Context: an optimization exercise on an open-source flow, tuned for small area. The choices shown serve that exercise and are no tape-out recipe.
For this run, only the layout was checked, not whether the RTL still works.
Power figures rest on the tool's default switching activity, not on a simulated workload.

<file path="flow/config.mk">
export PLATFORM = sky130hd
export DESIGN_NAME = DLL_RD
export DESIGN_NICKNAME = DLL_RD
export VERILOG_FILES = /design/flow/design.v
export SDC_FILE = /design/flow/constraint.sdc
export NUM_CORES = 4
export LEC_CHECK = 0
export CAP_MARGIN = 20
export CORE_MARGIN = 2
export CORE_UTILIZATION = 40
export PLACE_DENSITY = 0.6
export SLEW_MARGIN = 20
</file>
<file path="flow/constraint.sdc">
create_clock -name core_clock -period 6.0 [get_ports {sclk}]
set_input_delay 1.2000 -clock core_clock [delete_from_list [all_inputs] [get_ports {sclk}]]
set_output_delay 1.2000 -clock core_clock [all_outputs]
set_load 0.01 [all_outputs]
</file>
<file path="flow/design.v">
package PCIE_PKG;
    typedef struct packed {                                 
        logic   [15:0]              zeros;
        logic   [15:0]              crc16;
        logic   [7:0]               acknak_seq_num_l;
        logic   [3:0]               reserved_l;
        logic   [3:0]               acknak_seq_num_h;
        logic   [7:0]               reserved_h;
        logic   [7:0]               dllp_type;
    } dllp_ACKNAK_packet_t;
    typedef struct packed {                                  
        logic   [15:0]              zeros;
        logic   [15:0]              crc16;
        logic   [23:0]              arbitrary_value;
        logic   [7:0]               dllp_type;
    } dllp_NOP_packet_t;
    typedef struct packed {                                  
        logic   [15:0]              zeros;
        logic   [15:0]              crc16;
        logic   [7:0]               dataFC_l;
        logic   [1:0]               hdrFC_l;
        logic   [1:0]               dataScale;
        logic   [3:0]               dataFC_h;
        logic   [1:0]               hdrScale;
        logic   [5:0]               hdrFC_h;
        logic   [7:0]               dllp_type;
    } dllp_FC_packet_t;
endpackage
module DLL_DLCMSM (
   input   wire    sclk,
   input   wire    srst_n,
   input   wire   init1_end_i,
   input   wire   init2_end_i,
   output  wire [1:0]    DLCM_state_o 
);
localparam              S_INACTIVE = 2'd0,
                        S_INIT1    = 2'd1,
                        S_INIT2    = 2'd2,
                        S_ACTIVE   = 2'd3;
reg    [1:0]         state, state_n;
always_ff @(posedge sclk) begin
    if (!srst_n) begin
        state               <= S_INACTIVE;
    end
    else begin
        state               <= state_n;
    end
end
always_comb begin
   state_n               = state;
   case (state)
      S_INACTIVE: begin
         if (srst_n) begin
            state_n = S_INIT1;
            end
         else begin
            state_n = S_INACTIVE;
         end
      end
      S_INIT1: begin
         if (init1_end_i) begin
            state_n = S_INIT2;
            end
         else begin
            state_n = S_INIT1;
         end
      end
      S_INIT2: begin
         if (init2_end_i) begin
            state_n = S_ACTIVE;
         end
         else begin
            state_n = S_INIT2;
         end
      end
      S_ACTIVE: begin
         state_n = S_ACTIVE;
      end
   endcase
end
assign DLCM_state_o = state;
endmodule
module DLL_DLLP_Generator
#(
    parameter   PIPE_DATA_WIDTH             = 256,
    parameter   SEQ_BITS                    = 12,
    parameter   CREDIT_LIMIT_P_HEADER       = 16,
    parameter   CREDIT_LIMIT_P_DATA         = 16,
    parameter   CREDIT_LIMIT_NP_HEADER      = 16,
    parameter   CREDIT_LIMIT_CPL_HEADER     = 16,
    parameter   CREDIT_LIMIT_CPL_DATA       = 16
)
(
    input   wire                                    sclk,
    input   wire                                    srst_n,
    input   wire     [1:0]                          DLCM_state_i,            
    output  wire                                    init1_send_o,            
    output  wire                                    init2_send_o,            
    input 	wire	[11:0]		                    cc_p_h_i,		         
    input 	wire	[11:0]		                    cc_p_d_i,		         
	input 	wire	[11:0]		                    cc_np_h_i,		         
	input 	wire	[11:0]		                    cc_cpl_h_i,	             
    input 	wire	[11:0]		                    cc_cpl_d_i,	             
    output  wire                                    updatefc_p_o,
    output  wire                                    updatefc_np_o,
    output  wire                                    updatefc_cpl_o,
    input   wire                                    NAK_scheduled_i,         
    input   wire    [SEQ_BITS-1:0]                  next_rcv_seq_i,          
    output  wire    [PIPE_DATA_WIDTH-1:0]           dllp_data_o,             
    output  wire                                    dllp_valid_o,             
    input   wire                                    arb_ready_i
);
reg [2:0]                   init1_state, init1_state_n;
reg [14:0]                  init1_cnt, init1_cnt_n;
reg                         init1_send, init1_send_n;
PCIE_PKG::dllp_FC_packet_t            init1_p_dllp;
PCIE_PKG::dllp_FC_packet_t            init1_np_dllp;
PCIE_PKG::dllp_FC_packet_t            init1_cpl_dllp;
PCIE_PKG::dllp_FC_packet_t            init1_p_dllp_n;
PCIE_PKG::dllp_FC_packet_t            init1_np_dllp_n;
PCIE_PKG::dllp_FC_packet_t            init1_cpl_dllp_n;
reg [47:0]                  init1_crc_input;
reg [15:0]                  init1_crc_temp;
reg [PIPE_DATA_WIDTH-1:0]   init1_dllp_data;
reg                         init1_dllp_valid;
localparam                  S_INIT1_IDLE     = 3'd0,
                            S_INIT1_CRC_P    = 3'd1,
                            S_INIT1_SEND_P   = 3'd2,
                            S_INIT1_CRC_NP   = 3'd3,
                            S_INIT1_SEND_NP  = 3'd4,
                            S_INIT1_CRC_CPL  = 3'd5,
                            S_INIT1_SEND_CPL = 3'd6,
                            S_INIT1_WAIT     = 3'd7;
always_ff @(posedge sclk) begin
    if (!srst_n || (DLCM_state_i != 2'd1)) begin
        init1_state     <= S_INIT1_IDLE;
        init1_cnt       <= 15'd0;
        init1_send      <= 1'b0;
    end
    else begin
        init1_state     <= init1_state_n;
        init1_cnt       <= init1_cnt_n;
        init1_send      <= init1_send_n;
    end
end
always_comb begin
    init1_state_n       = init1_state;
    init1_p_dllp_n = init1_p_dllp;
    init1_p_dllp_n.zeros = 16'd0;
    init1_np_dllp_n = init1_np_dllp;
    init1_np_dllp_n.zeros = 16'd0;
    init1_cpl_dllp_n = init1_cpl_dllp;
    init1_cpl_dllp_n.zeros = 16'd0;
    init1_cnt_n         = init1_cnt;
    init1_send_n        = init1_send;
    init1_crc_input     = 32'd0;
    init1_crc_temp      = 16'hFFFF;
    init1_dllp_data     = 'd0;
    init1_dllp_valid    = 1'b0;
    case (init1_state)
        S_INIT1_IDLE: begin
            if (DLCM_state_i == 2'd1) begin
                init1_p_dllp_n.crc16      = 16'd0;
                init1_p_dllp_n.dllp_type  = 8'b0100_0000;
                init1_p_dllp_n.hdrFC_h    = CREDIT_LIMIT_P_HEADER[7:2];
                init1_p_dllp_n.hdrFC_l    = CREDIT_LIMIT_P_HEADER[1:0];
                init1_p_dllp_n.dataFC_h   = CREDIT_LIMIT_P_DATA[11:8];
                init1_p_dllp_n.dataFC_l   = CREDIT_LIMIT_P_DATA[7:0];
                init1_p_dllp_n.hdrScale   = 2'b00;
                init1_p_dllp_n.dataScale  = 2'b00;
                init1_np_dllp_n.crc16      = 16'd0;
                init1_np_dllp_n.dllp_type  = 8'b0101_0000;
                init1_np_dllp_n.hdrFC_h    = CREDIT_LIMIT_NP_HEADER[7:2];
                init1_np_dllp_n.hdrFC_l    = CREDIT_LIMIT_NP_HEADER[1:0];
                init1_np_dllp_n.dataFC_h   = 4'd0;
                init1_np_dllp_n.dataFC_l   = 8'd0;
                init1_np_dllp_n.hdrScale   = 2'b00;
                init1_np_dllp_n.dataScale  = 2'b00;
                init1_cpl_dllp_n.crc16     = 16'd0;
                init1_cpl_dllp_n.dllp_type = 8'b0110_0000;
                init1_cpl_dllp_n.hdrFC_h   = CREDIT_LIMIT_CPL_HEADER[7:2];
                init1_cpl_dllp_n.hdrFC_l   = CREDIT_LIMIT_CPL_HEADER[1:0];
                init1_cpl_dllp_n.dataFC_h  = CREDIT_LIMIT_CPL_DATA[11:8];
                init1_cpl_dllp_n.dataFC_l  = CREDIT_LIMIT_CPL_DATA[7:0];
                init1_cpl_dllp_n.hdrScale  = 2'b00;
                init1_cpl_dllp_n.dataScale = 2'b00;
                init1_state_n            = S_INIT1_CRC_P;
            end
            else begin
                init1_state_n            = S_INIT1_IDLE;
            end
        end
        S_INIT1_CRC_P: begin
            init1_crc_input              = init1_p_dllp[31:0];
            for (int i = 0; i < 32; i++) begin
                if ((init1_crc_temp[15] ^ init1_crc_input[31 - i]) == 1'b1)
                    init1_crc_temp       = {init1_crc_temp[14:0], 1'b0} ^ 16'h100B;
                else
                    init1_crc_temp       = {init1_crc_temp[14:0], 1'b0};
            end
            init1_p_dllp_n.crc16           = ~init1_crc_temp;
            init1_state_n                = S_INIT1_SEND_P;
        end
        S_INIT1_SEND_P: begin
            init1_dllp_valid             = 1'b1;
            init1_dllp_data              = {192'd0, init1_p_dllp, 16'hACF0};
            if (arb_ready_i) begin
                init1_state_n                = S_INIT1_CRC_NP;
            end
        end
        S_INIT1_CRC_NP: begin
            if (!init1_send) begin
                init1_crc_input              = init1_np_dllp[31:0];
                for (int i = 0; i < 32; i++) begin
                    if ((init1_crc_temp[15] ^ init1_crc_input[31 - i]) == 1'b1)
                        init1_crc_temp       = {init1_crc_temp[14:0], 1'b0} ^ 16'h100B;
                    else
                        init1_crc_temp       = {init1_crc_temp[14:0], 1'b0};
                end
                init1_np_dllp_n.crc16          = ~init1_crc_temp;
            end
            init1_state_n                = S_INIT1_SEND_NP;
        end
        S_INIT1_SEND_NP: begin
            init1_dllp_valid             = 1'b1;
            init1_dllp_data              = {192'd0, init1_np_dllp, 16'hACF0};
            if (arb_ready_i) begin
                init1_state_n                = S_INIT1_CRC_CPL;
            end
        end
        S_INIT1_CRC_CPL: begin
            if (!init1_send) begin
                init1_crc_input              = init1_cpl_dllp[31:0];
                for (int i = 0; i < 32; i++) begin
                    if ((init1_crc_temp[15] ^ init1_crc_input[31 - i]) == 1'b1)
                        init1_crc_temp       = {init1_crc_temp[14:0], 1'b0} ^ 16'h100B;
                    else
                        init1_crc_temp       = {init1_crc_temp[14:0], 1'b0};
                end
                init1_cpl_dllp_n.crc16         = ~init1_crc_temp;
            end
            init1_state_n                = S_INIT1_SEND_CPL;
        end
        S_INIT1_SEND_CPL: begin
            init1_dllp_valid             = 1'b1;
            init1_dllp_data              = {128'd0, init1_cpl_dllp, 16'hACF0};
            if (arb_ready_i) begin
                init1_state_n                = S_INIT1_WAIT;
            end
        end
        S_INIT1_WAIT: begin
            init1_send_n                 = 1'b1;
            if (init1_cnt == 'd1023) begin
                init1_state_n            = S_INIT1_SEND_P;
                init1_cnt_n              = 15'd0;
            end
            else begin
                init1_state_n            = S_INIT1_WAIT;
                init1_cnt_n              = init1_cnt + 15'd1;
            end
        end
    endcase
end
reg [2:0]                   init2_state, init2_state_n;
reg [14:0]                  init2_cnt, init2_cnt_n;
reg                         init2_send, init2_send_n;
PCIE_PKG::dllp_FC_packet_t            init2_p_dllp;
PCIE_PKG::dllp_FC_packet_t            init2_np_dllp;
PCIE_PKG::dllp_FC_packet_t            init2_cpl_dllp;
PCIE_PKG::dllp_FC_packet_t            init2_p_dllp_n;
PCIE_PKG::dllp_FC_packet_t            init2_np_dllp_n;
PCIE_PKG::dllp_FC_packet_t            init2_cpl_dllp_n;
reg [47:0]                  init2_crc_input;
reg [15:0]                  init2_crc_temp;
reg [PIPE_DATA_WIDTH-1:0]   init2_dllp_data;
reg                         init2_dllp_valid;
localparam                  S_INIT2_IDLE     = 3'd0,
                            S_INIT2_CRC_P    = 3'd1,
                            S_INIT2_SEND_P   = 3'd2,
                            S_INIT2_CRC_NP   = 3'd3,
                            S_INIT2_SEND_NP  = 3'd4,
                            S_INIT2_CRC_CPL  = 3'd5,
                            S_INIT2_SEND_CPL = 3'd6,
                            S_INIT2_WAIT     = 3'd7;
always_ff @(posedge sclk) begin
    if (!srst_n || (DLCM_state_i != 2'd2)) begin
        init2_state     <= S_INIT2_IDLE;
        init2_cnt       <= 15'd0;
        init2_send      <= 1'b0;
    end
    else begin
        init2_state     <= init2_state_n;
        init2_cnt       <= init2_cnt_n;
        init2_send      <= init2_send_n;
    end
end
always_comb begin
    init2_state_n       = init2_state;
    init2_p_dllp_n = init2_p_dllp;
    init2_p_dllp_n.zeros = 16'd0;
    init2_np_dllp_n = init2_np_dllp;
    init2_np_dllp_n.zeros = 16'd0;
    init2_cpl_dllp_n = init2_cpl_dllp;
    init2_cpl_dllp_n.zeros = 16'd0;
    init2_cnt_n         = init2_cnt;
    init2_send_n        = init2_send;
    init2_crc_input     = 32'd0;
    init2_crc_temp      = 16'hFFFF;
    init2_dllp_data     = 'd0;
    init2_dllp_valid    = 1'b0;
    case (init2_state)
        S_INIT2_IDLE: begin
            if (DLCM_state_i == 2'd2) begin
                init2_p_dllp_n.crc16      = 16'd0;
                init2_p_dllp_n.dllp_type  = 8'b1100_0000;
                init2_p_dllp_n.hdrFC_h    = CREDIT_LIMIT_P_HEADER[7:2];
                init2_p_dllp_n.hdrFC_l    = CREDIT_LIMIT_P_HEADER[1:0];
                init2_p_dllp_n.dataFC_h   = CREDIT_LIMIT_P_DATA[11:8];
                init2_p_dllp_n.dataFC_l   = CREDIT_LIMIT_P_DATA[7:0];
                init2_p_dllp_n.hdrScale   = 2'b00;
                init2_p_dllp_n.dataScale  = 2'b00;
                init2_np_dllp_n.crc16      = 16'd0;
                init2_np_dllp_n.dllp_type  = 8'b1101_0000;
                init2_np_dllp_n.hdrFC_h    = CREDIT_LIMIT_NP_HEADER[7:2];
                init2_np_dllp_n.hdrFC_l    = CREDIT_LIMIT_NP_HEADER[1:0];
                init2_np_dllp_n.dataFC_h   = 4'd0;
                init2_np_dllp_n.dataFC_l   = 8'd0;
                init2_np_dllp_n.hdrScale   = 2'b00;
                init2_np_dllp_n.dataScale  = 2'b00;
                init2_cpl_dllp_n.crc16     = 16'd0;
                init2_cpl_dllp_n.dllp_type = 8'b1110_0000;
                init2_cpl_dllp_n.hdrFC_h   = CREDIT_LIMIT_CPL_HEADER[7:2];
                init2_cpl_dllp_n.hdrFC_l   = CREDIT_LIMIT_CPL_HEADER[1:0];
                init2_cpl_dllp_n.dataFC_h  = CREDIT_LIMIT_CPL_DATA[11:8];
                init2_cpl_dllp_n.dataFC_l  = CREDIT_LIMIT_CPL_DATA[7:0];
                init2_cpl_dllp_n.hdrScale  = 2'b00;
                init2_cpl_dllp_n.dataScale = 2'b00;
                init2_state_n            = S_INIT2_CRC_P;
            end
            else begin
                init2_state_n            = S_INIT2_IDLE;
            end
        end
        S_INIT2_CRC_P: begin
            init2_crc_input              = init2_p_dllp[31:0];
            for (int i = 0; i < 32; i++) begin
                if ((init2_crc_temp[15] ^ init2_crc_input[31 - i]) == 1'b1)
                    init2_crc_temp       = {init2_crc_temp[14:0], 1'b0} ^ 16'h100B;
                else
                    init2_crc_temp       = {init2_crc_temp[14:0], 1'b0};
            end
            init2_p_dllp_n.crc16           = ~init2_crc_temp;
            init2_state_n                = S_INIT2_SEND_P;
        end
        S_INIT2_SEND_P: begin
            init2_dllp_valid             = 1'b1;
            init2_dllp_data              = {192'd0, init2_p_dllp, 16'hACF0};
            if (arb_ready_i) begin
                init2_state_n                = S_INIT2_CRC_NP;
            end
        end
        S_INIT2_CRC_NP: begin
            if (!init2_send) begin
                init2_crc_input              = init2_np_dllp[31:0];
                for (int i = 0; i < 32; i++) begin
                    if ((init2_crc_temp[15] ^ init2_crc_input[31 - i]) == 1'b1)
                        init2_crc_temp       = {init2_crc_temp[14:0], 1'b0} ^ 16'h100B;
                    else
                        init2_crc_temp       = {init2_crc_temp[14:0], 1'b0};
                end
                init2_np_dllp_n.crc16          = ~init2_crc_temp;
            end
            init2_state_n                = S_INIT2_SEND_NP;
        end
        S_INIT2_SEND_NP: begin
            init2_dllp_valid             = 1'b1;
            init2_dllp_data              = {192'd0, init2_np_dllp, 16'hACF0};
            if (arb_ready_i) begin
                init2_state_n                = S_INIT2_CRC_CPL;
            end
        end
        S_INIT2_CRC_CPL: begin
            if (!init2_send) begin
                init2_crc_input              = init2_cpl_dllp[31:0];
                for (int i = 0; i < 32; i++) begin
                    if ((init2_crc_temp[15] ^ init2_crc_input[31 - i]) == 1'b1)
                        init2_crc_temp       = {init2_crc_temp[14:0], 1'b0} ^ 16'h100B;
                    else
                        init2_crc_temp       = {init2_crc_temp[14:0], 1'b0};
                end
                init2_cpl_dllp_n.crc16         = ~init2_crc_temp;
            end
            init2_state_n                = S_INIT2_SEND_CPL;
        end
        S_INIT2_SEND_CPL: begin
            init2_dllp_valid             = 1'b1;
            init2_dllp_data              = {128'd0, init2_cpl_dllp, 16'hACF0};
            if (arb_ready_i) begin
                init2_state_n                = S_INIT2_WAIT;
            end
        end
        S_INIT2_WAIT: begin
            init2_send_n                 = 1'b1;
            if (init2_cnt == 'd1023) begin
                init2_state_n            = S_INIT2_SEND_P;
                init2_cnt_n              = 15'd0;
            end
            else begin
                init2_state_n            = S_INIT2_WAIT;
                init2_cnt_n              = init2_cnt + 15'd1;
            end
        end
    endcase
end
reg [3:0]                   active_state, active_state_n;
reg [14:0]                  active_cnt, active_cnt_n;
PCIE_PKG::dllp_FC_packet_t            active_updatefc_p_dllp;
PCIE_PKG::dllp_FC_packet_t            active_updatefc_np_dllp;
PCIE_PKG::dllp_FC_packet_t            active_updatefc_cpl_dllp;
PCIE_PKG::dllp_ACKNAK_packet_t        active_acknak_dllp;
PCIE_PKG::dllp_FC_packet_t            active_updatefc_p_dllp_n;
PCIE_PKG::dllp_FC_packet_t            active_updatefc_np_dllp_n;
PCIE_PKG::dllp_FC_packet_t            active_updatefc_cpl_dllp_n;
PCIE_PKG::dllp_ACKNAK_packet_t        active_acknak_dllp_n;
reg [47:0]                  active_crc_input;
reg [15:0]                  active_crc_temp;
reg [PIPE_DATA_WIDTH-1:0]   active_dllp_data;
reg                         active_dllp_valid;
reg updatefc_p, updatefc_np, updatefc_cpl;
localparam                  S_ACTIVE_IDLE        = 4'd0,
                            S_ACTIVE_CRC_FC_P    = 4'd1,
                            S_ACTIVE_SEND_FC_P   = 4'd2,
                            S_ACTIVE_CRC_FC_NP   = 4'd3,
                            S_ACTIVE_SEND_FC_NP  = 4'd4,
                            S_ACTIVE_CRC_FC_CPL  = 4'd5,
                            S_ACTIVE_SEND_FC_CPL = 4'd6,
                            S_ACTIVE_CRC_AN      = 4'd7,
                            S_ACTIVE_SEND_AN     = 4'd8,
                            S_ACTIVE_WAIT        = 4'd9;
always_ff @(posedge sclk) begin
    if (!srst_n || (DLCM_state_i != 2'd3)) begin
        active_state    <= S_ACTIVE_IDLE;
        active_cnt      <= 15'd0;
    end
    else begin
        active_state    <= active_state_n;
        active_cnt      <= active_cnt_n;
    end
end
always_comb begin
    active_state_n      = active_state;
    active_updatefc_p_dllp_n = active_updatefc_p_dllp;
    active_updatefc_p_dllp_n.zeros = 16'd0;
    active_updatefc_np_dllp_n = active_updatefc_np_dllp;
    active_updatefc_np_dllp_n.zeros = 16'd0;
    active_updatefc_cpl_dllp_n = active_updatefc_cpl_dllp;
    active_updatefc_cpl_dllp_n.zeros = 16'd0;
    active_acknak_dllp_n = active_acknak_dllp;
    active_acknak_dllp_n.zeros = 16'd0;
    active_cnt_n        = active_cnt;
    active_crc_input    = 32'd0;
    active_crc_temp     = 16'hFFFF;
    active_dllp_data    = 'd0;
    active_dllp_valid   = 1'b0;
    updatefc_p   = 'd0;
    updatefc_np  = 'd0;
    updatefc_cpl = 'd0;
    case (active_state)
        S_ACTIVE_IDLE: begin
            if (DLCM_state_i == 2'd3) begin
                active_acknak_dllp_n.crc16            = 16'd0;
                active_acknak_dllp_n.dllp_type        = (NAK_scheduled_i)?'h00:'h10;
                active_acknak_dllp_n.acknak_seq_num_h = next_rcv_seq_i[11:8];
                active_acknak_dllp_n.acknak_seq_num_l = next_rcv_seq_i[7:0];
                active_acknak_dllp_n.reserved_h       = 'd0;
                active_acknak_dllp_n.reserved_l       = 'd0;
                active_updatefc_p_dllp_n.crc16      = 16'd0;
                active_updatefc_p_dllp_n.dllp_type  = 8'b1000_0000;
                active_updatefc_p_dllp_n.hdrFC_h    = cc_p_h_i[7:2];
                active_updatefc_p_dllp_n.hdrFC_l    = cc_p_h_i[1:0];
                active_updatefc_p_dllp_n.dataFC_h   = cc_p_d_i[11:8];
                active_updatefc_p_dllp_n.dataFC_l   = cc_p_d_i[7:0];
                active_updatefc_p_dllp_n.hdrScale   = 2'b00;
                active_updatefc_p_dllp_n.dataScale  = 2'b00;
                active_updatefc_np_dllp_n.crc16      = 16'd0;
                active_updatefc_np_dllp_n.dllp_type  = 8'b1001_0000;
                active_updatefc_np_dllp_n.hdrFC_h    = cc_np_h_i[7:2];
                active_updatefc_np_dllp_n.hdrFC_l    = cc_np_h_i[1:0];
                active_updatefc_np_dllp_n.dataFC_h   = 4'd0;
                active_updatefc_np_dllp_n.dataFC_l   = 8'd0;
                active_updatefc_np_dllp_n.hdrScale   = 2'b00;
                active_updatefc_np_dllp_n.dataScale  = 2'b00;
                active_updatefc_cpl_dllp_n.crc16      = 16'd0;
                active_updatefc_cpl_dllp_n.dllp_type  = 8'b1010_0000;
                active_updatefc_cpl_dllp_n.hdrFC_h    = cc_cpl_h_i[7:2];
                active_updatefc_cpl_dllp_n.hdrFC_l    = cc_cpl_h_i[1:0];
                active_updatefc_cpl_dllp_n.dataFC_h   = cc_cpl_d_i[11:8];
                active_updatefc_cpl_dllp_n.dataFC_l   = cc_cpl_d_i[7:0];
                active_updatefc_cpl_dllp_n.hdrScale   = 2'b00;
                active_updatefc_cpl_dllp_n.dataScale  = 2'b00;
                active_state_n            = S_ACTIVE_CRC_FC_P;
            end
            else begin
                active_state_n            = S_ACTIVE_IDLE;
            end
        end
        S_ACTIVE_CRC_FC_P: begin
            active_crc_input              = active_updatefc_p_dllp[31:0];
            for (int i = 0; i < 32; i++) begin
                if ((active_crc_temp[15] ^ active_crc_input[31 - i]) == 1'b1)
                    active_crc_temp       = {active_crc_temp[14:0], 1'b0} ^ 16'h100B;
                else
                    active_crc_temp       = {active_crc_temp[14:0], 1'b0};
            end
            active_updatefc_p_dllp_n.crc16  = ~active_crc_temp;
            active_state_n                = S_ACTIVE_SEND_FC_P;
        end
        S_ACTIVE_SEND_FC_P: begin
            active_dllp_valid             = 1'b1;
            active_dllp_data              = {192'd0, active_updatefc_p_dllp, 16'hACF0};
            if (arb_ready_i) begin
                updatefc_p                = 1'b1;
                active_state_n            = S_ACTIVE_CRC_FC_NP;
            end
        end
        S_ACTIVE_CRC_FC_NP: begin
            active_crc_input              = active_updatefc_np_dllp[31:0];
            for (int i = 0; i < 32; i++) begin
                if ((active_crc_temp[15] ^ active_crc_input[31 - i]) == 1'b1)
                    active_crc_temp       = {active_crc_temp[14:0], 1'b0} ^ 16'h100B;
                else
                    active_crc_temp       = {active_crc_temp[14:0], 1'b0};
            end
            active_updatefc_np_dllp_n.crc16  = ~active_crc_temp;
            active_state_n                 = S_ACTIVE_SEND_FC_NP;
        end
        S_ACTIVE_SEND_FC_NP: begin
            active_dllp_valid             = 1'b1;
            active_dllp_data              = {192'd0, active_updatefc_np_dllp, 16'hACF0};
            if (arb_ready_i) begin
                updatefc_np               = 1'b1;
                active_state_n                = S_ACTIVE_CRC_FC_CPL;
            end
        end
        S_ACTIVE_CRC_FC_CPL: begin
            active_crc_input              = active_updatefc_cpl_dllp[31:0];
            for (int i = 0; i < 32; i++) begin
                if ((active_crc_temp[15] ^ active_crc_input[31 - i]) == 1'b1)
                    active_crc_temp       = {active_crc_temp[14:0], 1'b0} ^ 16'h100B;
                else
                    active_crc_temp       = {active_crc_temp[14:0], 1'b0};
            end
            active_updatefc_cpl_dllp_n.crc16 = ~active_crc_temp;
            active_state_n                 = S_ACTIVE_SEND_FC_CPL;
        end
        S_ACTIVE_SEND_FC_CPL: begin
            active_dllp_valid             = 1'b1;
            active_dllp_data              = {192'd0, active_updatefc_cpl_dllp, 16'hACF0};
            if (arb_ready_i) begin
                updatefc_cpl               = 1'b1;
                active_state_n                = S_ACTIVE_CRC_AN;
            end
        end
        S_ACTIVE_CRC_AN: begin
            active_crc_input              = active_acknak_dllp[31:0];
            for (int i = 0; i < 32; i++) begin
                if ((active_crc_temp[15] ^ active_crc_input[31 - i]) == 1'b1)
                    active_crc_temp       = {active_crc_temp[14:0], 1'b0} ^ 16'h100B;
                else
                    active_crc_temp       = {active_crc_temp[14:0], 1'b0};
            end
            active_acknak_dllp_n.crc16      = ~active_crc_temp;
            active_state_n                = S_ACTIVE_SEND_AN;
        end
        S_ACTIVE_SEND_AN: begin
            active_dllp_valid             = 1'b1;
            active_dllp_data              = {192'd0, active_acknak_dllp, 16'hACF0};
            if (arb_ready_i) begin
                active_state_n                = S_ACTIVE_WAIT;
            end
        end
        S_ACTIVE_WAIT: begin
            if (active_cnt == 'd1023) begin
                active_state_n            = S_ACTIVE_IDLE;
                active_cnt_n              = 15'd0;
            end
            else begin
                active_state_n            = S_ACTIVE_WAIT;
                active_cnt_n              = active_cnt + 15'd1;
            end
        end
    endcase
end
always_ff @(posedge sclk) begin
    init1_p_dllp                <= init1_p_dllp_n;
    init1_np_dllp               <= init1_np_dllp_n;
    init1_cpl_dllp              <= init1_cpl_dllp_n;
    init2_p_dllp                <= init2_p_dllp_n;
    init2_np_dllp               <= init2_np_dllp_n;
    init2_cpl_dllp              <= init2_cpl_dllp_n;
    active_updatefc_p_dllp      <= active_updatefc_p_dllp_n;
    active_updatefc_np_dllp     <= active_updatefc_np_dllp_n;
    active_updatefc_cpl_dllp    <= active_updatefc_cpl_dllp_n;
    active_acknak_dllp          <= active_acknak_dllp_n;
end
assign dllp_data_o  =   (DLCM_state_i == 2'd1) ? init1_dllp_data : 
                        (DLCM_state_i == 2'd2) ? init2_dllp_data : 
                        (DLCM_state_i == 2'd3) ? active_dllp_data : 256'd0;
assign dllp_valid_o =   (DLCM_state_i == 2'd1) ? init1_dllp_valid : 
                        (DLCM_state_i == 2'd2) ? init2_dllp_valid : 
                        (DLCM_state_i == 2'd3) ? active_dllp_valid : 1'b0;
assign init1_send_o = init1_send;
assign init2_send_o = init2_send;
assign updatefc_p_o = updatefc_p;
assign updatefc_np_o = updatefc_np;
assign updatefc_cpl_o = updatefc_cpl;
endmodule
module DLL_Decoder
#( 
    parameter       PIPE_DATA_WIDTH     = 256,
    parameter       CREDIT_DEPTH        = 12
)
(   
    input   wire                                    sclk,
    input   wire                                    srst_n,
    output  wire                                    init1_received_o,
    output  wire                                    init2_received_o,
    input   wire                                    pipe2dll_valid_i,
    input   wire     [PIPE_DATA_WIDTH-1:0]          pipe2dll_data_i,
    output  wire                                    NAK_scheduled_o,  
    output  wire      [11:0]                        next_rcv_seq_o,   
    output  wire      [15:0]                        acknak_seq_num_o,  
    output  wire      [1:0]                         acknak_seq_en_o,   
    output   wire     [PIPE_DATA_WIDTH-1:0]          dll2tl_data_o,
    output   wire     [2:0]                          dll2tl_data_en_o,
    output   wire     [CREDIT_DEPTH-1:0]             ep_cc_p_h_o,
    output   wire     [CREDIT_DEPTH-1:0]             ep_cc_p_d_o,
    output   wire                                    ep_cc_p_en_o,
    output   wire     [CREDIT_DEPTH-1:0]             ep_cc_np_h_o,
    output   wire                                    ep_cc_np_en_o,
    output   wire     [CREDIT_DEPTH-1:0]             ep_cc_cpl_h_o,
    output   wire     [CREDIT_DEPTH-1:0]             ep_cc_cpl_d_o,
    output   wire                                    ep_cc_cpl_en_o,
    output   wire     [CREDIT_DEPTH-1:0]             ep_cl_p_h_o,
    output   wire     [CREDIT_DEPTH-1:0]             ep_cl_p_d_o,
    output   wire     [CREDIT_DEPTH-1:0]             ep_cl_np_h_o,
    output   wire     [CREDIT_DEPTH-1:0]             ep_cl_cpl_h_o,
    output   wire     [CREDIT_DEPTH-1:0]             ep_cl_cpl_d_o
);
reg [PIPE_DATA_WIDTH-1:0] dllp_32B, dllp_32B_n;
reg [CREDIT_DEPTH-1:0]  ep_cl_p_h, ep_cl_p_h_n,
                        ep_cl_p_d, ep_cl_p_d_n,
                        ep_cl_np_h, ep_cl_np_h_n,
                        ep_cl_cpl_h, ep_cl_cpl_h_n,
                        ep_cl_cpl_d, ep_cl_cpl_d_n;               
reg                     init2_p_received, init2_p_received_n,
                        init2_np_received, init2_np_received_n,
                        init2_cpl_received, init2_cpl_received_n;
reg [CREDIT_DEPTH-1:0]  ep_cc_p_h, ep_cc_p_h_n,
                        ep_cc_p_d, ep_cc_p_d_n,
                        ep_cc_np_h, ep_cc_np_h_n,
                        ep_cc_cpl_h, ep_cc_cpl_h_n,
                        ep_cc_cpl_d, ep_cc_cpl_d_n;
reg                     ep_cc_p_en, ep_cc_p_en_n,
                        ep_cc_np_en, ep_cc_np_en_n,
                        ep_cc_cpl_en, ep_cc_cpl_en_n;
reg [CREDIT_DEPTH-1:0]  acknak_seq_num, acknak_seq_num_n;
reg [1:0]               acknak_seq_en, acknak_seq_en_n;          
localparam          S_DLLP_IDLE         = 2'd0,
                    S_DLLP_CRC_CHECK    = 2'd1,
                    S_DLLP_GET_DATA     = 2'd2;
reg [1:0]  dllp_state, dllp_state_n;
reg [31:0] dllp_crc_input;
reg [15:0] dllp_crc_result;
always_ff @(posedge sclk) begin
    if (!srst_n) begin
        dllp_state          <= S_DLLP_IDLE;
        dllp_32B            <= 'd0;
        ep_cl_p_h           <= 'd0;
        ep_cl_p_d           <= 'd0;
        ep_cl_np_h          <= 'd0;
        ep_cl_cpl_h         <= 'd0;
        ep_cl_cpl_d         <= 'd0;
        init2_p_received    <= 'd0;
        init2_np_received   <= 'd0;
        init2_cpl_received  <= 'd0;
        ep_cc_p_h           <= 'd0;
        ep_cc_p_d           <= 'd0;
        ep_cc_np_h          <= 'd0;
        ep_cc_cpl_h         <= 'd0;
        ep_cc_cpl_d         <= 'd0;
        ep_cc_p_en          <= 'd0;
        ep_cc_np_en         <= 'd0;
        ep_cc_cpl_en        <= 'd0;
        acknak_seq_num      <= 'd0;
        acknak_seq_en       <= 'd0;
    end
    else begin
        dllp_state          <= dllp_state_n;
        dllp_32B            <= dllp_32B_n;
        ep_cl_p_h           <= ep_cl_p_h_n;
        ep_cl_p_d           <= ep_cl_p_d_n;
        ep_cl_np_h          <= ep_cl_np_h_n;
        ep_cl_cpl_h         <= ep_cl_cpl_h_n;
        ep_cl_cpl_d         <= ep_cl_cpl_d_n;
        init2_p_received    <= init2_p_received_n;
        init2_np_received   <= init2_np_received_n;
        init2_cpl_received  <= init2_cpl_received_n;
        ep_cc_p_h           <= ep_cc_p_h_n;
        ep_cc_p_d           <= ep_cc_p_d_n;
        ep_cc_np_h          <= ep_cc_np_h_n;
        ep_cc_cpl_h         <= ep_cc_cpl_h_n;
        ep_cc_cpl_d         <= ep_cc_cpl_d_n;
        ep_cc_p_en          <= ep_cc_p_en_n;
        ep_cc_np_en         <= ep_cc_np_en_n;
        ep_cc_cpl_en        <= ep_cc_cpl_en_n;
        acknak_seq_num      <= acknak_seq_num_n;
        acknak_seq_en       <= acknak_seq_en_n;
    end
end
always_comb begin
    dllp_crc_input              = 32'd0;
    dllp_crc_result             = 16'hFFFF;
    dllp_state_n          = dllp_state;
    dllp_32B_n            = dllp_32B;
    ep_cl_p_h_n           = ep_cl_p_h;
    ep_cl_p_d_n           = ep_cl_p_d;
    ep_cl_np_h_n          = ep_cl_np_h;
    ep_cl_cpl_h_n         = ep_cl_cpl_h;
    ep_cl_cpl_d_n         = ep_cl_cpl_d;
    init2_p_received_n    = init2_p_received;
    init2_np_received_n   = init2_np_received;
    init2_cpl_received_n  = init2_cpl_received;
    ep_cc_p_h_n           = ep_cc_p_h;
    ep_cc_p_d_n           = ep_cc_p_d;
    ep_cc_np_h_n          = ep_cc_np_h;
    ep_cc_cpl_h_n         = ep_cc_cpl_h;
    ep_cc_cpl_d_n         = ep_cc_cpl_d;
    ep_cc_p_en_n          = ep_cc_p_en;
    ep_cc_np_en_n         = ep_cc_np_en;
    ep_cc_cpl_en_n        = ep_cc_cpl_en;
    acknak_seq_num_n      = acknak_seq_num;
    acknak_seq_en_n       = acknak_seq_en;
    case(dllp_state)
        S_DLLP_IDLE: begin
            acknak_seq_en_n       = 'd0;
            ep_cc_p_en_n          = 'd0;
            ep_cc_np_en_n         = 'd0;
            ep_cc_cpl_en_n        = 'd0;
            if ((pipe2dll_valid_i == 1'b1) && (pipe2dll_data_i[15:0] == 16'hACF0)) begin
                dllp_32B_n      = pipe2dll_data_i;
                dllp_state_n    =   S_DLLP_CRC_CHECK;
            end
        end
        S_DLLP_CRC_CHECK: begin
            dllp_crc_input  = dllp_32B[47:16];
            for (int i = 0; i < 32; i++) begin
                if ((dllp_crc_result[15] ^ dllp_crc_input[31 - i]) == 1'b1)
                    dllp_crc_result       = {dllp_crc_result[14:0], 1'b0} ^ 16'h100B;
                else
                    dllp_crc_result       = {dllp_crc_result[14:0], 1'b0};
            end
            if (dllp_32B[63:48] == ~dllp_crc_result) begin   
                dllp_state_n              = S_DLLP_GET_DATA;
            end
            else begin                                       
                dllp_state_n              = S_DLLP_IDLE;
            end
        end
        S_DLLP_GET_DATA: begin
            case (dllp_32B[23:16])
                8'b0100_0000: begin  
                    ep_cl_p_h_n = {4'd0, dllp_32B[29:24], dllp_32B[39:38]};  
                    ep_cl_p_d_n = {dllp_32B[35:32], dllp_32B[47:40]};        
                end
                8'b0101_0000: begin  
                    ep_cl_np_h_n = {4'd0, dllp_32B[29:24], dllp_32B[39:38]};  
                end
                8'b0110_0000: begin  
                    ep_cl_cpl_h_n = {4'd0, dllp_32B[29:24], dllp_32B[39:38]};  
                    ep_cl_cpl_d_n = {dllp_32B[35:32], dllp_32B[47:40]};        
                end
                8'b1100_0000: begin  
                    init2_p_received_n = 1'b1;
                end
                8'b1101_0000: begin  
                    init2_np_received_n = 1'b1;
                end
                8'b1110_0000: begin  
                    init2_cpl_received_n = 1'b1;
                end
                8'b1000_0000: begin  
                    ep_cc_p_h_n = {4'd0, dllp_32B[29:24], dllp_32B[39:38]};  
                    ep_cc_p_d_n = {dllp_32B[35:32], dllp_32B[47:40]};        
                    ep_cc_p_en_n = 1'b1;
                end
                8'b1001_0000: begin  
                    ep_cc_np_h_n = {4'd0, dllp_32B[29:24], dllp_32B[39:38]};  
                    ep_cc_np_en_n = 1'b1;
                end
                8'b1010_0000: begin  
                    ep_cc_cpl_h_n = {4'd0, dllp_32B[29:24], dllp_32B[39:38]};  
                    ep_cc_cpl_d_n = {dllp_32B[35:32], dllp_32B[47:40]};        
                    ep_cc_cpl_en_n = 1'b1;
                end
                8'b0000_0000: begin  
                    acknak_seq_en_n    = 2'd1;
                    acknak_seq_num_n = {dllp_32B[35:32], dllp_32B[47:40]};  
                end
                8'b0001_0000: begin  
                    acknak_seq_en_n    = 2'd2;
                    acknak_seq_num_n = {dllp_32B[35:32], dllp_32B[47:40]};  
                end
                default: begin
                end
            endcase
            dllp_state_n          = S_DLLP_IDLE; 
        end
    endcase
end
localparam          S_TLP_IDLE              = 3'd0,
                    S_TLP_NP_SEQ_CHECK      = 3'd1,
                    S_TLP_NP_SEND_DATA      = 3'd2,
                    S_TLP_NP_DONE           = 3'd3,
                    S_TLP_P_CPL_GET_PAYLOAD = 3'd4,
                    S_TLP_P_CPL_SEQ_CHECK   = 3'd5,
                    S_TLP_P_CPL_SEND_DATA   = 3'd6,
                    S_TLP_P_CPL_DONE        = 3'd7;
reg [PIPE_DATA_WIDTH-1:0] tlp_first_32B, tlp_first_32B_n;
reg [PIPE_DATA_WIDTH-1:0] tlp_payload_32B[4], tlp_payload_32B_n[4];
reg [10:0] cnt, cnt_n;
reg [10:0] wcnt, wcnt_n;
reg [2:0]  tlp_state, tlp_state_n;
reg [11:0] next_rcv_seq, next_rcv_seq_n;
reg NAK_scheduled, NAK_scheduled_n;
reg     [PIPE_DATA_WIDTH-1:0]          dll2tl_data, dll2tl_data_n;
reg     [2:0]                          dll2tl_data_en, dll2tl_data_en_n;
always_ff @(posedge sclk) begin
    if (!srst_n) begin
        tlp_state          <= S_TLP_IDLE;
        tlp_first_32B      <= 'd0;
        cnt                <= 'd0;
        wcnt               <= 'd0;
        next_rcv_seq       <= 'd0;
        NAK_scheduled      <= 'd0;
        dll2tl_data        <= 'd0;
        dll2tl_data_en     <= 'd0;
        for (int i=0; i<4; i++) begin
            tlp_payload_32B[i] <= {PIPE_DATA_WIDTH{1'b0}};
        end
    end
    else begin
        tlp_state          <= tlp_state_n;
        tlp_first_32B      <= tlp_first_32B_n;
        cnt                <= cnt_n;
        wcnt               <= wcnt_n;
        next_rcv_seq       <= next_rcv_seq_n;
        NAK_scheduled      <= NAK_scheduled_n;
        dll2tl_data        <= dll2tl_data_n;
        dll2tl_data_en     <= dll2tl_data_en_n;
        for (int i=0; i<4; i++) begin
            tlp_payload_32B[i] <= tlp_payload_32B_n[i];
        end
    end
end
always_comb begin
    tlp_state_n          = tlp_state;
    tlp_first_32B_n      = tlp_first_32B;
    cnt_n                = cnt;
    wcnt_n               = wcnt;
    next_rcv_seq_n       = next_rcv_seq;
    NAK_scheduled_n      = NAK_scheduled;
    dll2tl_data_n        = dll2tl_data;
    dll2tl_data_en_n     = dll2tl_data_en;
    for (int i=0; i<4; i++) begin
        tlp_payload_32B_n[i] = tlp_payload_32B[i];
    end
    case (tlp_state)
        S_TLP_IDLE: begin
            dll2tl_data_en_n = 3'd0;
            if ((pipe2dll_valid_i == 1'b1) && (pipe2dll_data_i[15:0] != 16'hACF0)) begin
                tlp_first_32B_n = pipe2dll_data_i;
                if (pipe2dll_data_i[3:0] == 4'b1111) begin
                    tlp_state_n     =   S_TLP_NP_SEQ_CHECK;
                end
                else begin
                    wcnt_n          =   ((pipe2dll_data_i[14:4] - 'd6) / 8);
                    if (((pipe2dll_data_i[14:4] - 'd6) / 8) != 'd0) begin    
                        cnt_n           =   ((pipe2dll_data_i[14:4] - 'd6) / 8) - 1;
                        tlp_state_n     =   S_TLP_P_CPL_GET_PAYLOAD;
                    end
                    else begin
                        cnt_n           =   'd0;
                        tlp_state_n     =   S_TLP_P_CPL_SEQ_CHECK;
                    end
                end
            end
        end
        S_TLP_NP_SEQ_CHECK: begin
            if (next_rcv_seq == {tlp_first_32B[19:16], tlp_first_32B[31:24]}) begin  
                next_rcv_seq_n  = next_rcv_seq + 'd1;
                NAK_scheduled_n = 1'b0;
                tlp_state_n     = S_TLP_NP_SEND_DATA;
            end
            else begin  
                NAK_scheduled_n = 1'b1;
                tlp_state_n     = S_TLP_IDLE;
            end
        end
        S_TLP_NP_SEND_DATA: begin
            dll2tl_data_n    = {128'd0, tlp_first_32B[159:32]};
            dll2tl_data_en_n = 3'd3;  
            tlp_state_n      = S_TLP_NP_DONE;
        end
        S_TLP_NP_DONE: begin
            dll2tl_data_en_n = 3'd7;  
            tlp_state_n = S_TLP_IDLE;
        end
        S_TLP_P_CPL_GET_PAYLOAD: begin
            if (cnt == 'd0) begin
                tlp_payload_32B_n[cnt] = pipe2dll_data_i;
                cnt_n                  = (tlp_first_32B[14:4] - 'd6) / 8;
                tlp_state_n            = S_TLP_P_CPL_SEQ_CHECK;
            end
            else begin
                tlp_payload_32B_n[cnt] = pipe2dll_data_i;
                cnt_n                  = cnt - 'd1;
                tlp_state_n            = S_TLP_P_CPL_GET_PAYLOAD;
            end
        end
        S_TLP_P_CPL_SEQ_CHECK: begin
            if (next_rcv_seq == {tlp_first_32B[115:112], tlp_first_32B[127:120]}) begin  
                next_rcv_seq_n  = next_rcv_seq + 'd1;
                NAK_scheduled_n = 1'b0;
                tlp_state_n     = S_TLP_P_CPL_SEND_DATA;
            end
            else begin  
                NAK_scheduled_n = 1'b1;
                tlp_state_n     = S_TLP_IDLE;
            end
        end
        S_TLP_P_CPL_SEND_DATA: begin
            if (wcnt == cnt) begin
                dll2tl_data_n    = {128'd0, tlp_first_32B[255:128]};
                if (tlp_first_32B[135:128] == 8'b0110_0000) begin
                    dll2tl_data_en_n = 3'd1;  
                end
                else begin
                    dll2tl_data_en_n = 3'd5;  
                end
            end
            else begin
                dll2tl_data_n    = tlp_payload_32B[wcnt];
                if (tlp_first_32B[135:128] == 8'b0110_0000) begin
                    dll2tl_data_en_n = 3'd2;  
                end
                else begin
                    dll2tl_data_en_n = 3'd6;  
                end
            end
            tlp_state_n          = S_TLP_P_CPL_DONE;
        end
        S_TLP_P_CPL_DONE: begin
            if (wcnt != 'd0) begin
                wcnt_n           = wcnt - 'd1;
                dll2tl_data_en_n = 3'd7;  
                tlp_state_n      = S_TLP_P_CPL_SEND_DATA;
            end
            else begin
                dll2tl_data_en_n = 3'd7;  
                tlp_state_n      = S_TLP_IDLE;
            end
        end
    endcase
end
assign init1_received_o = ep_cl_p_h && ep_cl_p_d && ep_cl_np_h && ep_cl_cpl_h && ep_cl_cpl_d;
assign init2_received_o = init2_p_received && init2_np_received && init2_cpl_received;
assign ep_cl_p_h_o      = ep_cl_p_h;
assign ep_cl_p_d_o      = ep_cl_p_d;
assign ep_cl_np_h_o     = ep_cl_np_h;
assign ep_cl_cpl_h_o    = ep_cl_cpl_h;
assign ep_cl_cpl_d_o    = ep_cl_cpl_d;
assign ep_cc_p_h_o      = ep_cc_p_h;
assign ep_cc_p_d_o      = ep_cc_p_d;
assign ep_cc_np_h_o     = ep_cc_np_h;
assign ep_cc_cpl_h_o    = ep_cc_cpl_h;
assign ep_cc_cpl_d_o    = ep_cc_cpl_d;
assign ep_cc_p_en_o   = ep_cc_p_en;
assign ep_cc_np_en_o  = ep_cc_np_en;
assign ep_cc_cpl_en_o = ep_cc_cpl_en;
assign next_rcv_seq_o = next_rcv_seq;
assign NAK_scheduled_o = NAK_scheduled;
assign acknak_seq_en_o  = acknak_seq_en;
assign acknak_seq_num_o = acknak_seq_num;
assign dll2tl_data_o = dll2tl_data;
assign dll2tl_data_en_o = dll2tl_data_en;
endmodule
module DLL_RD(
	input wire sclk,
	input wire srst_n,
	input wire [11:0] cc_p_h_i,		         
    input wire [11:0] cc_p_d_i,		         
	input wire [11:0] cc_np_h_i,		     
	input wire [11:0] cc_cpl_h_i,	         
    input wire [11:0] cc_cpl_d_i,            
	output wire [255:0] dll2tl_data_o,
    output wire [2:0] dll2tl_data_en_o,
    output wire [11:0] ep_cc_p_h_o,
    output wire [11:0] ep_cc_p_d_o,
	output wire ep_cc_p_en_o,
    output wire [11:0] ep_cc_np_h_o,
    output wire ep_cc_np_en_o,
    output wire [11:0] ep_cc_cpl_h_o,
    output wire [11:0] ep_cc_cpl_d_o,
    output wire ep_cc_cpl_en_o,
    output wire [11:0] ep_cl_p_h_o,
    output wire [11:0] ep_cl_p_d_o,
    output wire [11:0] ep_cl_np_h_o,
    output wire [11:0] ep_cl_cpl_h_o,
    output wire [11:0] ep_cl_cpl_d_o,
	output wire ep_cl_en_o,
	output wire updatefc_p_o,
	output wire updatefc_np_o,
	output wire updatefc_cpl_o,
	input wire arb_ready_i,
	output wire dllp_valid_o,
	output wire [255:0] dllp_data_o,
	input pipe2dll_valid_i,
	input wire [255:0] pipe2dll_data_i,
	output wire [15:0] acknak_seq_num_o,
    output wire [1:0] acknak_seq_en_o,
	output wire [1:0] dlcm_state
);
assign ep_cl_en_o = (dlcm_state == 2'd3);
wire init1_send;
wire init2_send;
wire init1_received;
wire init2_received;
wire NAK_scheduled;
wire [11:0] next_rcv_seq;
DLL_DLCMSM dlcmsm 
(
	.sclk(sclk),
	.srst_n(srst_n),
	.init1_end_i(init1_send & init1_received),
	.init2_end_i(init2_send & init2_received),
	.DLCM_state_o(dlcm_state)
);
DLL_DLLP_Generator dllp_generator
(
	.sclk(sclk),
	.srst_n(srst_n),
	.DLCM_state_i(dlcm_state),
	.init1_send_o(init1_send),
	.init2_send_o(init2_send),
	.cc_p_h_i(cc_p_h_i),
	.cc_p_d_i(cc_p_d_i),
	.cc_np_h_i(cc_np_h_i),
	.cc_cpl_h_i(cc_cpl_h_i),
	.cc_cpl_d_i(cc_cpl_d_i),
	.updatefc_p_o(updatefc_p_o),
	.updatefc_np_o(updatefc_np_o),
	.updatefc_cpl_o(updatefc_cpl_o),
	.NAK_scheduled_i(NAK_scheduled),
	.next_rcv_seq_i(next_rcv_seq),
	.arb_ready_i(arb_ready_i),
	.dllp_data_o(dllp_data_o),
	.dllp_valid_o(dllp_valid_o)
);
DLL_Decoder decoder
(
	.sclk(sclk),
	.srst_n(srst_n),
	.init1_received_o(init1_received),
	.init2_received_o(init2_received),
	.pipe2dll_valid_i(pipe2dll_valid_i),
	.pipe2dll_data_i(pipe2dll_data_i),
	.NAK_scheduled_o(NAK_scheduled),
	.next_rcv_seq_o(next_rcv_seq),
	.acknak_seq_num_o(acknak_seq_num_o),
	.acknak_seq_en_o(acknak_seq_en_o),
	.dll2tl_data_o(dll2tl_data_o),
	.dll2tl_data_en_o(dll2tl_data_en_o),
	.ep_cc_p_h_o(ep_cc_p_h_o),
	.ep_cc_p_d_o(ep_cc_p_d_o),	
	.ep_cc_p_en_o(ep_cc_p_en_o),
	.ep_cc_np_h_o(ep_cc_np_h_o),
	.ep_cc_np_en_o(ep_cc_np_en_o),
	.ep_cc_cpl_h_o(ep_cc_cpl_h_o),
	.ep_cc_cpl_d_o(ep_cc_cpl_d_o),
	.ep_cc_cpl_en_o(ep_cc_cpl_en_o),
	.ep_cl_p_h_o(ep_cl_p_h_o),
	.ep_cl_p_d_o(ep_cl_p_d_o),
	.ep_cl_np_h_o(ep_cl_np_h_o),
	.ep_cl_cpl_h_o(ep_cl_cpl_h_o),
	.ep_cl_cpl_d_o(ep_cl_cpl_d_o)
);
endmodule
</file>
<file path="flow/run.sh">
#!/bin/bash
# synth_recipe.tcl (not shown) runs the flow's synth.tcl, then flattens the netlist and writes it again
# the make line also repeats each setting of config.mk as NAME=value (left out here)
make -C /OpenROAD-flow-scripts/flow DESIGN_CONFIG=/design/flow/config.mk WORK_HOME=/design/flow/orfs CLKGATE_MAP_FILE= SYNTH_SCRIPT=/design/flow/synth_recipe.tcl finish
</file>
==> impl_metrics.env <==
export IMPL_endpoint_kind="output port"
export IMPL_hold_path_class="reg -> reg"
export IMPL_worstPathArrival_ps=3710
export IMPL_dieArea_sq_mm=0.210
export IMPL_crit_family="buffers and inverters"
export IMPL_viasPerCell=5.51
export IMPL_path_cells="nand2_1 > inv_1 > o31ai_2 > buf_4 > o21ai_0 > clkdlybuf4s50_1"
export IMPL_synth_cells=10377
export IMPL_io_pins=983
export IMPL_hold_violations=0
export IMPL_dpl_instance_area_sq_mm=0.0906
export IMPL_grt_total_usage_pct=27.9
export IMPL_first_global_vias=68018
export IMPL_rsz0062_at_grt="no"
export IMPL_required_ps=4800
export IMPL_hold_end="decoder.tlp_payload_32B[0][40]"
export IMPL_cts_root_buffer="clkbuf_16"
export IMPL_ys_ff_latch=1923
export IMPL_yosysWarningCount=5
export IMPL_cts_max_path_buffers=3
export IMPL_ff2ff_setup_slack_ps=2090
export IMPL_finalCriticalPeriod_ps=4910
export IMPL_p_leak_nw=33.7
export IMPL_hpwl_mm=201
export IMPL_port_buffers=734
export IMPL_async_flop_share_pct=0
export IMPL_synth_cell_type_count=76
export IMPL_design_area_sq_mm=0.0975
export IMPL_drt_first_pass_iters=8
export IMPL_outcome="finished clean"
export IMPL_power_mw=31.2
export IMPL_syn_avg_cell_area_sq_um=7.97
export IMPL_synth_seq_area_share_pct=48.2
export IMPL_slew_headroom_pct=23.6
export IMPL_core_sq_mm=0.205
export IMPL_maxSlewViolCount=0
export IMPL_grt_max_degree=175
export IMPL_critical_path_buf_inv_count=3
export IMPL_ctsHoldBuffers=0
export IMPL_num_rows=166
export IMPL_cp_max_fo=22
export IMPL_critPathKind="reg -> out"
export IMPL_dr_first_iter_drc_count=7889
export IMPL_cts_resized=0
export IMPL_ys_flop_type="dfxtp_1"
export IMPL_path_depth=6
export IMPL_gp_congestion=0.894
export IMPL_cts_sinks=1923
export IMPL_worstReg2RegStart="decoder.wcnt[0]"
export IMPL_fin_util_pct=47.6
export IMPL_wl_mm=307
export IMPL_drive_gt1_share_pct=4.44
export IMPL_synthToLayoutAreaGrowth_pct=17.9
export IMPL_setup_tns_ps=0
export IMPL_clock_skew_ps=46.7
export IMPL_power_per_cell_area_mw_per_mm2=320
export IMPL_fmax_mhz=204
export IMPL_die_w_um=459
export IMPL_insertion_delay_ps=880
export IMPL_start_kind="flip-flop"
export IMPL_cp_slowest_cell="nand2_1"
export IMPL_htree_levels=4
export IMPL_netlist_area_sq_mm=0.0827
export IMPL_floorplan_initialDensity_pct=40.3
export IMPL_n_fill_cell=19672
export IMPL_ant_nets=0
export IMPL_die_h_um=459
export IMPL_cp_slowest_stage_delay_ps=610
export IMPL_drc=0
export IMPL_wl_per_cell_um=22.9
export IMPL_cts_setup_buffers=0
export IMPL_antenna_found_initial=52
export IMPL_finalSetupViolCount=0
export IMPL_globalRouteOverflowTotal=0
export IMPL_rr_endpoint="decoder.dll2tl_data[13]"
export IMPL_hold_path_depth=2
export IMPL_synth_edf_count=131
export IMPL_worstMarginPinSlew_ps=1150
export IMPL_numCtsBuffers=203
export IMPL_clk_pin_slew_ps=60
export IMPL_grt_pass1_wl_mm=448
export IMPL_vias=74041
export IMPL_period_share_pct=81.9
export IMPL_reg2reg_depth=8
export IMPL_irDropWorstVdd_mv=0.315
export IMPL_cts_tree="yes"
export IMPL_hold_path_startpoint="decoder.tlp_payload_32B[0][40]"
export IMPL_final_nets=10895
export IMPL_maxCapViolCount=0
==> power breakdown <==
part           leakage [nW]  switching, mW  internal (mW)
Clock                  3.35           5.43           7.52
Sequential             15.6          0.438           13.5
Combinational          14.7           3.16           1.16
Total                  33.7           9.03           22.2
==> how the worst max path moves through the flow <==
stage | endpoint | slack, ps | start
floorplan | dllp_data_o[10] | 2470 | dllp_generator.active_state[3]
global route | dllp_data_o[51] | 880 | dlcmsm.state[0]
global placement | decoder.dllp_32B[46] | 1340 | pipe2dll_data_i[10]
finish | dllp_data_o[63] | 1090 | dlcmsm.state[0]
detailed placement | decoder.dllp_32B[41] | 1310 | pipe2dll_data_i[10]
CTS | dllp_data_o[51] | 990 | dlcmsm.state[0]
==> layer usage <==
metal | global-route usage [%] | wire length (um) | up-vias
met5 | 0 | 316 | -
met2 | 43.9 | 139000 | 2998
met1 | 35.8 | 125000 | 35544
met3 | 4.93 | 23200 | 582
met4 | 16.5 | 19800 | 50
li1 | - | - | 34867
==> cells in the mapped netlist (5+ instances only) <==
cell type	count	area share, %
nand2_1	3177	14
dfxtp_1	1792	43
a21oi_1	1562	9.5
clkbuf_1	784	3.6
nor2_1	733	3.3
o21ai_0	439	2.7
a222oi_1	256	3.1
xnor2_1	254	2.7
buf_4	245	2.2
a211oi_1	131	1.2
a22oi_1	131	1.2
edfxtp_1	131	4.8
xor2_1	128	1.4
mux2i_1	120	1.5
buf_1	46	0.21
nand3_1	42	0.25
xnor3_1	34	0.93
nor3_1	31	0.19
nor4_1	25	0.19
and3_1	24	0.18
nand4_1	24	0.18
inv_1	23	0.10
a221oi_1	19	0.20
ha_1	18	0.27
or3_1	15	0.11
nand2b_1	14	0.11
xnor2_2	12	0.24
and2_1	11	0.083
buf_2	11	0.067
o21bai_1	10	0.091
xor3_1	9	0.26
a31oi_1	8	0.061
nor2b_1	8	0.061
o211ai_1	8	0.073
or2_2	8	0.061
nand3b_1	6	0.054
nor3b_1	5	0.045
o21a_1	5	0.045
o31ai_1	5	0.045
or4_1	5	0.045
xnor2_4	5	0.17
xnor3_2	5	0.14
==> cells in the final DEF (no fill, tap or decap), types with 24 or more instances in the layout <==
master and count:
xnor3_1 34, a211oi_1 131, nor4_1 24, a222oi_1 256, clkbuf_16 205, xnor2_1 254, conb_1 236, nand4_1 24
clkinv_2 27, nand3_1 40, edfxtp_1 131, xor2_1 128, a21oi_1 1562, clkbuf_8 38, clkbuf_1 59, dfxtp_1 1790
buf_12 36, nor3_1 30, o21ai_0 439, nand2_1 3172, mux2i_1 120, buf_4 61, a22oi_1 131, nor2_1 733
clkdlybuf4s50_1 734
==> worst reg2reg max path: cells and delay by family (launching register included) <==
kind / cells / cell delay (ps)
compound gates: 3 / 1290
xor+xnor: 1 / 140
buf+inv: 1 / 530
flops: 1 / 560
simple gates: 3 / 1220
==> flip-flops by register name, summed over array words and instances (netlist names), 11 cells and up <==
name,count
decoder.acknak_seq_num,12
decoder.cnt,11
decoder.dll2tl_data,256
decoder.dllp_32B,48
decoder.ep_cc_cpl_d,12
decoder.ep_cc_p_d,12
decoder.ep_cl_cpl_d,12
decoder.ep_cl_p_d,12
decoder.next_rcv_seq,12
decoder.tlp_first_32B,246
decoder.tlp_payload_32B,1024
decoder.wcnt,11
dllp_generator.active_acknak_dllp,29
dllp_generator.active_cnt,15
dllp_generator.active_updatefc_cpl_dllp,36
dllp_generator.active_updatefc_np_dllp,24
dllp_generator.active_updatefc_p_dllp,36
dllp_generator.init1_cnt,15
dllp_generator.init2_cnt,15
==> layout make-up <==
class	count	area, sq um	area share [%]
Clock inverter	71	997	1.02
Multi-Input combinational cell	7573	38800	39.8
Timing Repair Buffer	832	8540	8.75
Sequential cell	1923	39800	40.8
Clock buffer	302	5870	6.02
Antenna cell	22	55.1	0.0565
Inverter	24	105	0.108
Tap cell	2688	3360	3.45
==> metrics by stage <==
step                hold WS (ps)  std cells  setup slack, ps
floorplan                    406      10612             2470
global placement             438      13040             1340
detailed placement           437      13040             1310
CTS                          451      13413              985
global route                 463      13426              878
finish                       450      13435             1090
==> logic make-up after synthesis <==
| group | count (synthesis) | share of synthesized area [%] |
|---|---|---|
| AND/OR/NAND/NOR | 4140 | 19.4 |
| AO/OA/AOI/OAI | 2603 | 18.4 |
| flip-flops | 1923 | 48.2 |
| buffers and inverters | 1116 | 6.24 |
| XOR/XNOR | 455 | 6.00 |
| multiplexers | 121 | 1.47 |
| adder cells (fa/ha/maj) | 18 | 0.272 |
| other | 1 | 0.00454 |

re-timing with driven ports:
No port has a modelled driver above. Below, the same layout with a new extraction and two added sets of constraints. Step 1 (the two cells are an assumption about what drives the block):
set clk [get_ports {sclk}]
set_driving_cell -lib_cell sky130_fd_sc_hd__clkbuf_16 $clk
set_driving_cell -lib_cell sky130_fd_sc_hd__buf_2 [delete_from_list [all_inputs] $clk]
Step 2, shift: input delay + t, output delay - t, t = (earliest + latest rising clock arrival at the registers) / 2. This alone moves slack from input paths to output paths. Slacks: no drivers / after step 1 / after step 2; pairs: no drivers / after step 1.
shift t [ns]: 0.944
setup WS [ns]: 1.089 / 0.997 / 1.216
hold slack, ns: 0.450 / 0.450 / 0.450
worst setup path after step 2: input to register
worst data-port slew with drivers (ns): 0.18
After both steps this run still meets setup and hold. For this run, drivers alone change the setup slack by -0.092 ns; drivers and shift together by +0.127 ns.
